This design comes from an exercise in tuning for a short achievable clock period on the open sky130 flow, not from production work.

==> inputs of maple <==
// CPU
module CPU(clock, nReset, iMemOut, dMemOut, iAddr, dAddr, dWr, dMemIn);
Settings: LEC_CHECK=0, ABC_CLOCK_PERIOD_IN_PS=2000, CAP_MARGIN=20, CORE_MARGIN=2, CORE_UTILIZATION=50, SLEW_MARGIN=20, SYNTH_HIERARCHICAL=1, SYNTH_MINIMUM_KEEP_SIZE=0, TNS_END_PERCENT=100; clock period 9.0 ns.
standard.sh (not shown) runs the stock make flow with config.mk's settings and CLKGATE_MAP_FILE= SYNTH_SCRIPT=/design/flow/synth_recipe.tcl, a recipe that flattens the netlist after the stock synthesis.
==> flow/flow/run.sh <==
#!/bin/bash
# The standard layout (the standard.sh: unchanged synthesis, floorplan,
# power grid, placement, CTS and routing steps) with three repair settings:
#  - resizing may change a cell's footprint (drive strength);
#  - port buffers are buf_4 cells rather than the library's default pick.
# The constraints (constraint.sdc, the design's clock period) are unchanged.
set -euo pipefail
bash standard.sh SETUP_SLACK_MARGIN=6.3 MATCH_CELL_FOOTPRINT=0 \
	"BUFFER_PORTS_ARGS=-buffer_cell sky130_fd_sc_hd__buf_4" finish > standard_flow.log 2>&1
==> inputs of violet, as changes to maple <==
--- a/flow/design.v
+++ b/flow/design.v
@@ -1,19 +1,24 @@
 module BranchSel (
 	input	discard,
 	input	kUnc, kJZ, kJNZ, kJNEG, kJPOS,	 
-	input	Ze, Ne,							 
+	input	bI, bF1, bF2,					 
+	input	sMA,							 
+	input	zEarly, nEarly,					 
+	input	zE1, nE1, zE2, nE2,				 
 	input	cz32, cz10, czA,				 
-	input	cn31, cn10, cnA,				 
+	input	cn31,							 
 	input	z32, z10, d31, d10, aluZ, alu31,
 	output	T
 	);
+wire Ze = (bI & (sMA | zEarly)) | (bF1 & zE1) | (bF2 & zE2);
+wire Ne = (bI & ~sMA & nEarly) | (bF1 & nE1) | (bF2 & nE2);
 wire zero = Ze & (~cz32 | z32) & (~cz10 | z10) & (~czA | aluZ);
-wire neg = Ne | (cn31 & d31) | (cn10 & d10) | (cnA & alu31);
+wire neg = Ne | (cn31 & d31) | (cz10 & d10) | (czA & alu31);
 assign T = ~discard & (kUnc | (kJZ & zero) | (kJNZ & ~zero) | (kJNEG & neg) | (kJPOS & ~zero & ~neg));
 endmodule
 module CPU(clock, nReset, iMemOut, dMemOut, iAddr, dAddr, dWr, dMemIn);
 input						clock;
 input						nReset;
 input	[31:0]				iMemOut;
 input	[31:0]				dMemOut;
 output	[19:0]				iAddr;
@@ -73,16 +78,17 @@
 reg		[31:0]	IR;
 reg		[PDW-1:0] PD;
 reg		[19:0]	IDPC;
 reg				discard;
 reg		[15:0]	selA, selB, selF1, selF2;
 reg				mEa1, mEa2, mWa1, mWa2, mEb1, mEb2, mWb1, mWb2;
 reg				mF1E1, mF1E2, mF1W1, mF1W2, mF2E1, mF2E2, mF2W1, mF2W2;
 reg		[31:0]	ea;				 
+reg		[31:0]	eaX;			 
 reg		[31:0]	ebx;			 
 reg				eADD, eAND, eOR, eXOR, eCIN;
 reg				sMem, sAlu, sAndM4, sEa, sEaM4, sTrns, sAddr;
 reg		[3:0]	ewn1, ewn2;
 reg				ewreg1, ewreg2;
 reg				ewmem;
 reg		[19:0]	eDatRAMAddr;
 reg		[31:0]	eDMemIn;
@@ -237,31 +243,36 @@
 wire	[31:0]	aluK = {ea[30:0] | ebx[30:0], eCIN};
 wire			aluSumZero = (aluT == aluK);
 wire			aluZero = eADD ? aluSumZero : ~|aluLog;
 wire	[19:0]	csS = ea[19:0] ^ ebx[19:0] ^ 20'h4;
 wire	[19:0]	csC = {(ea[18:0] & ebx[18:0]) | {16'b0, ea[2] | ebx[2], 2'b0}, eCIN};
 wire	[19:0]	aluSumP4 = add20(csS, csC, 1'b0);
 wire	[19:0]	aluLogP4 = inc4(aluLog[19:0]);
 wire	[19:0]	aluResP4 = eADD ? aluSumP4 : aluLogP4;
-wire	[31:0]	eaM4 = dec4(ea);
-wire	[31:0]	andM4 = eaM4 & ebx;
+wire	[31:0]	andM4 = eaX & ebx;
 wire	[42:0]	TrnsIn = eInTrns1 ? eFP_d1a : eFP_d2a;
 wire	[31:0]	TrnsLow = TrnsIn[31:0];
 wire	[31:0]	TrnsHigh = {21'b0, TrnsIn[42:32]};
 wire	[31:0]	addr32 = {12'b0, eDatRAMAddr};
-wire	[31:0]	early1 = ({32{sEa}} & ea) | ({32{sEaM4}} & eaM4) | ({32{sAndM4}} & andM4) |
+wire	[31:0]	early1 = ({32{sEa}} & ea) | ({32{sEaM4}} & eaX) | ({32{sAndM4}} & andM4) |
 					({32{sTrns}} & TrnsLow) | ({32{sAddr}} & addr32);
 wire	[19:0]	early1P4 = ({20{sEa}} & inc4(ea[19:0])) | ({20{sEaM4}} & ea[19:0]) |
 					({20{sAndM4}} & inc4(andM4[19:0])) | ({20{sTrns}} & inc4(TrnsLow[19:0])) |
 					({20{sAddr}} & inc4(eDatRAMAddr));
 wire	[19:0]	memP4 = inc4(dMemOut[19:0]);
+wire	[31:0]	csSm = ea ^ ebx ^ 32'hfffffffc;
+wire	[31:0]	csCm = {ea[30:2] | ebx[30:2], ea[1:0] & ebx[1:0], eCIN};
+wire	[31:0]	aluResM4 = eADD ? add32(csSm, csCm, 1'b0) : dec4(aluLog);
+wire	[31:0]	memM4 = dec4(dMemOut);
 wire	[31:0]	ed1 = sMem ? dMemOut : (sAlu ? aluRes : early1);
 wire	[19:0]	ed1P4 = sMem ? memP4 : (sAlu ? aluResP4 : early1P4);
+wire	[31:0]	ed1M4 = sMem ? memM4 : (sAlu ? aluResM4 : dec4(early1));
 wire	[31:0]	ed2 = eiPOP_iFPOP ? dMemOut : TrnsHigh;
+wire	[31:0]	ed2M4 = eiPOP_iFPOP ? memM4 : dec4(TrnsHigh);
 wire	[19:0]	ed2P4 = eiPOP_iFPOP ? memP4 : inc4(TrnsHigh[19:0]);
 wire			memZero32 = ~|dMemOut;
 wire			memZero10 = ~|dMemOut[9:0];
 wire			INT_Zero = sMem ? memZero32 : (sAlu ? aluZero : ~|early1);
 wire			INT_Neg = ed1[31];
 wire	[42:0]	AbsOpp1 = {eAbs_CH1 ? 1'b0 : ~eFP_d1a[42], eFP_d1a[41:0]};
 wire	[42:0]	AbsOpp2 = {eAbs_CH2 ? 1'b0 : ~eFP_d2a[42], eFP_d2a[41:0]};
 wire	[42:0]	pairE = {ebx[10:0], ea[31:0]};
@@ -318,34 +329,35 @@
 wire	[3:0]	wn1 = isFP ? FP_Wn1 : INT_Wn;
 wire	[3:0]	wn2 = iPOP ? IR[25:22] : (wn1 | 4'b0001);
 wire	[31:0]	qa = rd32(Rflat, selA);
 wire	[31:0]	qb = rd32(Rflat, selB);
 wire	[31:0]	fqaEarly = mWa1 ? wd1 : (mWa2 ? wd2 : qa);
 wire	[31:0]	fqbEarly = mWb1 ? wd1 : (mWb2 ? wd2 : qb);
 wire	[31:0]	fqa = mEa1 ? ed1 : (mEa2 ? ed2 : fqaEarly);
 wire	[31:0]	fqb = mEb1 ? ed1 : (mEb2 ? ed2 : fqbEarly);
+wire	[31:0]	fqaM4 = mEa1 ? ed1M4 : (mEa2 ? ed2M4 : dec4(fqaEarly));
 wire	[19:0]	fqaP4 = mEa1 ? ed1P4 : (mEa2 ? ed2P4 : inc4(fqaEarly[19:0]));
 wire	[42:0]	FP_q1a = rd43(Fflat, selF1);
 wire	[42:0]	FP_q2a = rd43(Fflat, selF2);
 wire	[42:0]	fq1Early = mF1W1 ? wfd1 : (mF1W2 ? wfd2 : FP_q1a);
 wire	[42:0]	fq2Early = mF2W1 ? wfd1 : (mF2W2 ? wfd2 : FP_q2a);
 wire	[42:0]	FP_d1a = mF1E1 ? eFP_ed1 : (mF1E2 ? eFP_ed2 : fq1Early);
 wire	[42:0]	FP_d2a = mF2E1 ? eFP_ed1 : (mF2E2 ? eFP_ed2 : fq2Early);
 wire			INT_Pos = ~INT_Neg & ~INT_Zero;
 wire			FP_Pos_CH1 = ~FP_Neg_CH1 & ~FP_Zero_CH1;
 wire			FP_Pos_CH2 = ~FP_Neg_CH2 & ~FP_Zero_CH2;
 wire			NPCSel;
 BranchSel i_BranchSel(
 	.discard(discard),
 	.kUnc(iJMP | iCALL | iLDPC), .kJZ(iJZ), .kJNZ(iJNZ), .kJNEG(iJNEG), .kJPOS(iJPOS),
-	.Ze((bI & (sMem | sAlu | ~|early1)) | (bF1 & ~|fpE1[41:0]) | (bF2 & ~|fpE2[41:0])),
-	.Ne((bI & ~sMem & ~sAlu & early1[31]) | (bF1 & fpE1[42]) | (bF2 & fpE2[42])),
-	.cz32(bz32), .cz10(bz10), .czA(bzA),
-	.cn31(bz31), .cn10(bz10), .cnA(bzA),
+	.bI(bI), .bF1(bF1), .bF2(bF2), .sMA(sMem | sAlu),
+	.zEarly(~|early1), .nEarly(early1[31]),
+	.zE1(~|fpE1[41:0]), .nE1(fpE1[42]), .zE2(~|fpE2[41:0]), .nE2(fpE2[42]),
+	.cz32(bz32), .cz10(bz10), .czA(bzA), .cn31(bz31),
 	.z32(memZero32), .z10(memZero10), .d31(dMemOut[31]), .d10(dMemOut[10]),
 	.aluZ(aluZero), .alu31(aluRes[31]),
 	.T(NPCSel)
 	);
 wire	[19:0]	immTgt = {IR[17:0], 2'b00};
 wire	[19:0]	brTgt = (iJMP | iCALL) ? immTgt : add20(IDPC, immTgt, 1'b0);
 wire	[19:0]	NPC1 = iLDPC ? fqa[19:0] : brTgt;
 wire	[19:0]	NextPC = NPCSel ? NPC1 : inc4(PC);
@@ -449,16 +461,17 @@
 		eFP_WReg_CH2 <= FP_WReg_CH2;
 		wwe1 <= ewreg1;
 		wwe2 <= ewreg2;
 		wfwe1 <= eFP_WReg_CH1;
 		wfwe2 <= eFP_WReg_CH2;
 	end
 always @(posedge clock) begin
 	ea <= da;
+	eaX <= fqaM4;
 	ebx <= fSUB ? ~db : db;
 	eADD <= fADD | fSUB;
 	eCIN <= fSUB;
 	eAND <= fAND;
 	eOR <= fOR;
 	eXOR <= fXOR;
 	sMem <= nsMem;
 	sAlu <= nsAlu;
- ABC_CLOCK_PERIOD_IN_PS: 2000 -> 1000
==> flow_metrics.tcl <==
set metrics [dict create \
    max-vdd-ir-drop_mv 0.250 \
    final_nets 10900 \
    rr_endpoint "PC[8]" \
    fillers 16800 \
    ys_top_cells_by_count "edfxtp_1 (1200), mux2_2 (1095), nand2_1 (857), clkbuf_1 (773), o21ai_0 (576)" \
    status "no timing/DRC/antenna violations" \
    n_all_inverters 358 \
    fin_crit_ps 4720 \
]
The numbers above come from violet.

==> flow_metrics.tcl <==
set metrics [dict create \
    status "no timing/DRC/antenna violations" \
    ys_top_cells_by_count "mux2_2 (1230), edfxtp_1 (1200), clkbuf_1 (748), nand2_1 (642), a221oi_1 (556)" \
    n_all_inverters 255 \
    critPathArrivalTime_ps 5730 \
    tightest_slew_ps 1280 \
    max-vdd-ir-drop_mv 0.235 \
    fin_crit_ps 4980 \
    final_nets 9952 \
]
The numbers above come from maple.

Function was not checked in any run of this note: the RTL went through the layout flow alone.

==> what the ideal ports hide <==
In the flow no input, the clock included, has a driving cell. The finished layouts below were timed again as built, in two steps. Step 1 (the two cells are an assumption about what drives the block):
set clk [get_ports {clock}]
set_driving_cell -lib_cell sky130_fd_sc_hd__clkbuf_16 $clk
set_driving_cell -lib_cell sky130_fd_sc_hd__buf_2 [delete_from_list [all_inputs] $clk]
Step 2 adds t to the input delays and takes it off the output delays; t is the mean of the earliest and latest rising clock arrival at the registers after step 1. Input paths then give back, and output paths get back, about the clock's delay inside the block. Three values: ideal, step 1, step 2; two values: the first two.
run | shift t [ns] | slack for setup (ns) | hold WS [ns] | worst setup path at the end
maple | 0.967 | 4.024 / 4.024 / 4.024 | 0.358 / 0.358 / 0.358 | register to register
violet | 1.006 | 4.282 / 4.282 / 3.862 | 0.365 / 0.365 / 0.365 | input to register
After both steps every run listed still meets setup and hold. For violet, which loses most, drivers alone change the setup slack by 0.000 ns; drivers and shift together by -0.420 ns.
